This design comes from an exercise in tuning for small area, a short achievable clock period and few clock cycles on the open sky130 flow, not from production work.
The RTL was checked by simulation tests, not by an equivalence proof against the original design.

==> flow/constraint.sdc <==
create_clock -name core_clock -period 8.0 [get_ports {clk}]
set_input_delay 1.6000 -clock core_clock [delete_from_list [all_inputs] [get_ports {clk}]]
set_output_delay 1.6000 -clock core_clock [all_outputs]
set_load 0.01 [all_outputs]
==> flow/design.v <==
module SHA1_hash (
	clk,
	nreset,
	start_hash,
	message_addr,
	message_size,
	hash,
	done,
	port_A_data_out,
	port_A_addr
	);
input		clk;
input		nreset;
input		start_hash;
input	[31:0]	message_addr;
input	[31:0]	message_size;
output	[159:0]	hash;
output		done;
input	[31:0]	port_A_data_out;
output	[15:0]	port_A_addr;
localparam [31:0] IV0 = 32'h67452301;
localparam [31:0] IV1 = 32'hEFCDAB89;
localparam [31:0] IV2 = 32'h98BADCFE;
localparam [31:0] IV3 = 32'h10325476;
localparam [31:0] IV4 = 32'hC3D2E1F0;
reg		done;
reg		busy;
reg	[6:0]	tc;		 
reg		init;		 
reg		first;		 
reg		last;		 
reg		pad_done;	 
reg		pad14;		 
reg	[13:0]	dw;		 
reg	[13:0]	waddr;		 
reg	[31:0]	a, bq, cq, q, r;
reg	[31:0]	h0, h1, h2, h3, h4;
reg	[31:0]	w [0:15];
assign port_A_addr = {waddr, 2'b00};
assign hash = {h0, h1, h2, h3, h4};
wire	tc_wrap   = (tc == 7'd82);
wire	rd_word   = (tc >= 7'd79) || (tc <= 7'd11);	 
wire	cap_word  = (tc >= 7'd80) || (tc <= 7'd12);	 
wire	ring_add  = (tc >= 7'd76) && (tc <= 7'd80);
wire	ring_rot  = ring_add || (tc >= 7'd81) || (tc <= 7'd2);
wire	inj_b     = (tc >= 7'd79) && (tc <= 7'd81);
wire	inj_a     = (tc >= 7'd81);
wire	[31:0]	mem_be = {port_A_data_out[7:0], port_A_data_out[15:8],
			  port_A_data_out[23:16], port_A_data_out[31:24]};
wire		dw_zero = (dw == 14'd0);
wire		part  = !pad_done && dw_zero;	 
wire		full  = !pad_done && !dw_zero;
wire		lenw  = (tc == 7'd12) && pad14;	 
wire	[1:0]	rb = message_size[1:0];
wire	[3:0]	keep = full ? 4'b1111 :
		       part ? (rb == 2'd0 ? 4'b0000 : rb == 2'd1 ? 4'b1000 :
			       rb == 2'd2 ? 4'b1100 : 4'b1110) : 4'b0000;
wire	[3:0]	p80  = part ? (rb == 2'd0 ? 4'b1000 : rb == 2'd1 ? 4'b0100 :
			       rb == 2'd2 ? 4'b0010 : 4'b0001) : 4'b0000;
wire	[31:0]	kmask = {{8{keep[3]}}, {8{keep[2]}}, {8{keep[1]}}, {8{keep[0]}}};
wire	[31:0]	pbits = {p80[3], 7'd0, p80[2], 7'd0, p80[1], 7'd0, p80[0], 7'd0} |
			(lenw ? {13'd0, message_size[15:0], 3'd0} : 32'd0);
wire	[31:0]	wmem  = (mem_be & kmask) | pbits;
wire	[31:0]	wx    = w[13] ^ w[8] ^ w[2] ^ w[0];
wire	[31:0]	wnew  = cap_word ? wmem : {wx[30:0], wx[31]};
wire	[31:0]	kc = (tc <= 7'd17 || tc >= 7'd81) ? 32'h5A827999 :
		     (tc <= 7'd37) ? 32'h6ED9EBA1 :
		     (tc <= 7'd57) ? 32'h8F1BBCDC : 32'hCA62C1D6;
wire	f_ch  = (tc <= 7'd18) || (tc >= 7'd82);
wire	f_maj = (tc >= 7'd39) && (tc <= 7'd58);
wire	[31:0]	fb = a, fc = bq, fd = cq;
wire	[31:0]	fv = f_ch  ? ((fb & fc) | (~fb & fd)) :
		     f_maj ? ((fb & fc) | (fb & fd) | (fc & fd)) : (fb ^ fc ^ fd);
wire	[31:0]	r_next = cq + kc + w[15];
wire	[31:0]	q_next = fv + r;
wire	[31:0]	a_round = {a[26:0], a[31:27]} + q;
wire	[31:0]	x_ring = (tc == 7'd79 || tc == 7'd80) ? a :
			 ring_add ? {a[1:0], a[31:2]} : 32'd0;
wire	[31:0]	iv_t = (tc == 7'd76) ? IV4 : (tc == 7'd77) ? IV3 :
		       (tc == 7'd78) ? IV2 : (tc == 7'd79) ? IV1 : IV0;
wire	[31:0]	h_in = (first && ring_add) ? iv_t : h4;
wire	[31:0]	h_sum = h_in + x_ring;
wire	[31:0]	tap_b = init ? ((tc == 7'd79) ? IV4 : (tc == 7'd80) ? IV3 : IV2) : h2;
wire	[31:0]	tap_a = init ? ((tc == 7'd81) ? IV1 : IV0) : h1;
integer i;
always @(posedge clk) begin
	for (i = 0; i < 15; i = i + 1)
		w[i] <= w[i+1];
	w[15] <= wnew;
	r  <= r_next;
	q  <= q_next;
	a  <= inj_a ? tap_a : a_round;
	bq <= inj_b ? tap_b : {a[1:0], a[31:2]};
	cq <= bq;
	if (busy && ring_rot) begin
		h0 <= h_sum;
		h1 <= h0;
		h2 <= h1;
		h3 <= h2;
		h4 <= h3;
	end
end
always @(posedge clk or negedge nreset) begin
	if (!nreset) begin
		busy <= 1'b0;
		done <= 1'b0;
	end else if (!busy) begin
		if (start_hash) begin
			busy <= 1'b1;
			done <= 1'b0;
		end
	end else if (tc == 7'd80 && last && !init) begin
		busy <= 1'b0;
		done <= 1'b1;
	end
end
always @(posedge clk) begin
	if (!busy) begin
		if (start_hash) begin
			tc <= 7'd79;
			init <= 1'b1;
			first <= 1'b1;
			pad_done <= 1'b0;
			dw <= message_size[15:2];
			waddr <= message_addr[15:2];
		end
	end else begin
		tc <= tc_wrap ? 7'd0 : tc + 7'd1;
		if (tc_wrap) begin
			if (init)
				init <= 1'b0;
			else
				first <= 1'b0;
		end
		if (rd_word)
			waddr <= waddr + 14'd1;
		if (cap_word) begin
			dw <= dw - 14'd1;
			if (part)
				pad_done <= 1'b1;
		end
		if (tc == 7'd11)
			pad14 <= pad_done;
		if (tc == 7'd12)
			last <= pad14;
	end
end
endmodule
==> flow/run.sh <==
#!/bin/bash
# synth_recipe.tcl (not shown) runs the flow's synth.tcl, then flattens the netlist and writes it again
# the make line also repeats each setting of config.mk as NAME=value (left out here)
make -C /OpenROAD-flow-scripts/flow DESIGN_CONFIG=/design/flow/config.mk WORK_HOME=/design/flow/orfs CLKGATE_MAP_FILE= SYNTH_SCRIPT=/design/flow/synth_recipe.tcl finish
==> flow/config.mk <==
export PLATFORM = sky130hd
export DESIGN_NAME = SHA1_hash
export DESIGN_NICKNAME = SHA1_hash
export VERILOG_FILES = /design/flow/design.v
export SDC_FILE = /design/flow/constraint.sdc
export NUM_CORES = 4
export LEC_CHECK = 0
export CAP_MARGIN = 50
export CORE_MARGIN = 2
export CORE_UTILIZATION = 40
export SLEW_MARGIN = 50
==> metrics.cfg <==
[die]
die_h_um=290.0
fp-row-count=104
die-area_mm2=0.08411
coreArea_mm2=0.08081
die_w_um=290.0
initial_core_util_pct=40.49
io-pin-count=276

[worst_setup_path]
cp_data_required_time_ns=8.56
worstPathCellList=nor2_1 > nor2_1 > a211o_1 > nand2_1 > and2_1 > inv_1 > xnor2_1 > ha_1 > a21o_1 > ha_1 > a2111oi_4 > o21ai_2 > a41o_1 > a221oi_4 > nand3_2 > a2111oi_4 > nor3_2 > o311ai_2
timing_worst_setup_path_type=flip-flop to flip-flop
regToRegStartpoint=tc[1]$_SDFFCE_PN1P_
crit_start=tc[1]$_SDFFCE_PN1P_
cp_max_fo=12
slowest_delay_ns=0.63
setup.worst_path.end_class=flip-flop
cp_slowest_cell=nor2_1
start_kind=flip-flop
arrival_ns=6.17

[sta]
finalHoldViolations=0
setup-violations-final=0
worst_pin_slew_ns=0.7647
min_period_ns=5.616
slew_headroom_pct=48.71
setup_tns_ns=0
fin_crit_sh_pct=70.20
fin_skew_ns=0.03414
max_freq_mhz=178.1
maxSlewViolCount=0
rsz0062_at_grt=false

[grt]
grt_max_degree=94
grt_pass1_vias=22020
grt_use_met1_pct=25.71
overflow=0
grt-busiest-layer=met2
grt_usage_pct=19.34
grt_pass1_wl_mm=127.1
antenna_found_initial=1
grtUsageMet3_pct=3.608
grtUsageMet2_pct=31.48

[synth]
synth_commonest_cells=672 x dfxtp_1, 218 x a21oi_1, 200 x edfxtp_1
post_synth_and_or_nand_nor_area_fraction_pct=8.313
synth_most_common_cell=dfxtp_1
ys_warn_count=2
synth_top_area_share_pct=41.11
synth_top_family_by_area=compound AO/OA/AOI/OAI gates
yosys_most_used_dff=dfxtp_1
synth_edf_count=200
synth_top_cell_by_area=dfxtp_1
async_flop_share_pct=0.2288
ys_types=76
synthCells=2800
synth.avg_cell_area_um2=11.69
muxShareOfSynthArea_pct=1.201
synthXorXnorAreaFrac_pct=6.531
synthTopCellsByArea=dfxtp_1 41%, edfxtp_1 18%, ha_1 5.8%
synthAdderAreaFrac_pct=8.955
syn_area_mm2=0.03272
synth_compound_area_share_pct=13.36
yosysSeqAreaShare_pct=59.62
ys_ff_latch=874

[layout]
drive_above_1_share_pct=6.503
syn_to_final_growth_pct=20.74
nFillCells=7140
antenna_cells=0
final_nets=3367

[run]
drv_cap=0

[drt]
wl_per_cell_um=19.71
ant_nets=0
viasPerCell=5.111
drt_iter0_markers=1142
route.vias.total=21450
drt_pre_antenna_iters=5
finalWirelength_mm=82.71
drcViolationCount=0

[clock_network]
postCtsSetupBuffers=0
cts.sinks=874
h-tree-depth=3
numCtsBuffers=88
ctsResizeCount=0
cts_tree=yes
cts_hold_buf=0
clk_latency_ns=0.66
path_clk_slew_ns=0.06
clockRootBuffer=clkbuf_16
cts_max_path_buffers=3

[placed_design]
dpl.hpwl_mm=60.57
io_buffers=239
gp_congestion=0.9028

[min_path]
min_from=w[6][13]$_DFF_P_
min_path_type=flip-flop to flip-flop

[outcome]
status=finished clean

[flip-flops by register name, summed over array words and instances (netlist names)]
register	cells
h1	32
a	32
bq	32
init	1
waddr	14
r	32
q	32
h2	32
pad14	1
cq	32
pad_done	1
last	1
first	1
w	512
h3	32
done	1
h4	32
h0	32
busy	1
dw	14
tc	7
[metrics by stage]
stage	worst slack [ns]	area (um2)	instances	util, %	hold slack [ns]
final	2.384	39510	4197	48.89	0.3051
after CTS	2.387	39500	4197	48.88	0.3041
after floorplan	1.118	32730	2801	-	0.3096
after detailed placement	2.413	36400	4035	45.05	0.3121
after global routing	2.086	39510	4197	48.89	0.3002
after global placement	2.652	36330	4033	44.96	0.3099
[placed cells by master (no fill, tap or decap), drive strengths merged, types with 6 or more instances in the layout]
master / synthesis / layout
dfxtp: 672 / 672
clkdlybuf4s50: 0 / 239
a21oi: 218 / 218
edfxtp: 200 / 200
nand2: 179 / 179
xnor2: 168 / 168
nor2: 160 / 160
ha: 151 / 151
o21ai: 149 / 149
clkbuf: 70 / 122
inv: 85 / 89
xor2: 76 / 76
nand3: 65 / 65
a21o: 60 / 60
nor3: 53 / 53
fa: 52 / 52
a211oi: 44 / 44
nor2b: 38 / 38
mux2i: 37 / 37
o21a: 32 / 32
a22o: 31 / 31
clkinv: 0 / 24
a31oi: 21 / 21
o21bai: 20 / 20
buf: 15 / 20
and3: 19 / 19
nand4: 18 / 18
o211ai: 18 / 18
nand2b: 16 / 16
a22oi: 16 / 16
and2: 10 / 10
o31ai: 10 / 10
bufinv: 0 / 7
or4: 6 / 6
a221oi: 6 / 6
a2111oi: 6 / 6
[critical path, delay by kind of cell, from the launching register on]
kind,cells,cell delay [ns]
compound gates,8,2.37
simple gates,6,1.62
flops,1,0.57
fa+ha+maj,2,0.45
buf+inv,1,0.31
xor+xnor,1,0.20
[layer usage]
layer | routed length (um) | part of all wire, % | vias up
met5 | 0 | 0 | -
met1 | 37830 | 46 | 10320
met2 | 37760 | 46 | 523
met4 | 2964 | 3.6 | 0
met3 | 4158 | 5.0 | 147
li1 | - | - | 10460
[area by class of cell]
cell class                 instances  area [um2]  share of cell area (%)
tap                             1060        1326                   3.357
clock inverter                    40       534.3                   1.352
clock buffer                     122        2561                   6.482
timing repair buffer             259        2582                   6.536
multi-input combinational       1757       12680                   32.09
inverter                          85       319.1                  0.8075
sequential                       874       19510                   49.38
[worst paths after layout]
| kind | cells after the start | endpoint | slack (ns) |
|---|---|---|---|
| min in group asynchronous | 1 | done$_DFFE_PN0P_ | 1.10 |
| worst max register to register | 18 | r[30]$_DFF_P_ | 2.38 |
| max in group asynchronous | 1 | busy$_DFF_PN0_ | 6.77 |
| worst max-delay path | 18 | r[30]$_DFF_P_ | 2.38 |
| worst min-delay path | 0 | w[5][13]$_DFF_P_ | 0.31 |
| worst min register to register | 0 | w[5][13]$_DFF_P_ | 0.31 |
[cell families after synthesis]
kind of cell | after synthesis
DFF | 874
AOI/OAI and AO/OA | 682
and+or+nand+nor | 587
xor gates and xnor gates | 244
adders and majority gates | 203
buffers and inverters | 170
muxes | 39
other | 1
Testbench counts, summed over its fixed seeds: cycles 51,953.

## separate check: timing with driven ports
Ports are ideal in the flow. The routed layout listed here was re-timed in OpenROAD.
Step 1: set_driving_cell puts a clkbuf_16 on clk and a buf_2 on each other input, an assumption about the parent block.
Step 2, shift: input delay + t, output delay - t, t = (earliest + latest rising clock arrival at the registers) / 2. This alone moves slack from input paths to output paths.
a / b / c = ideal ports / drivers / drivers and shift; a / b = the first two.
t, ns: 0.708
setup slack, ns: 2.384 / 2.384 / 2.384
slew at the worst register clock pin (ns): 0.07 / 0.07
After both steps setup and hold are still met in this run. For this run, drivers alone change the setup slack by 0.000 ns; drivers and shift together by 0.000 ns.
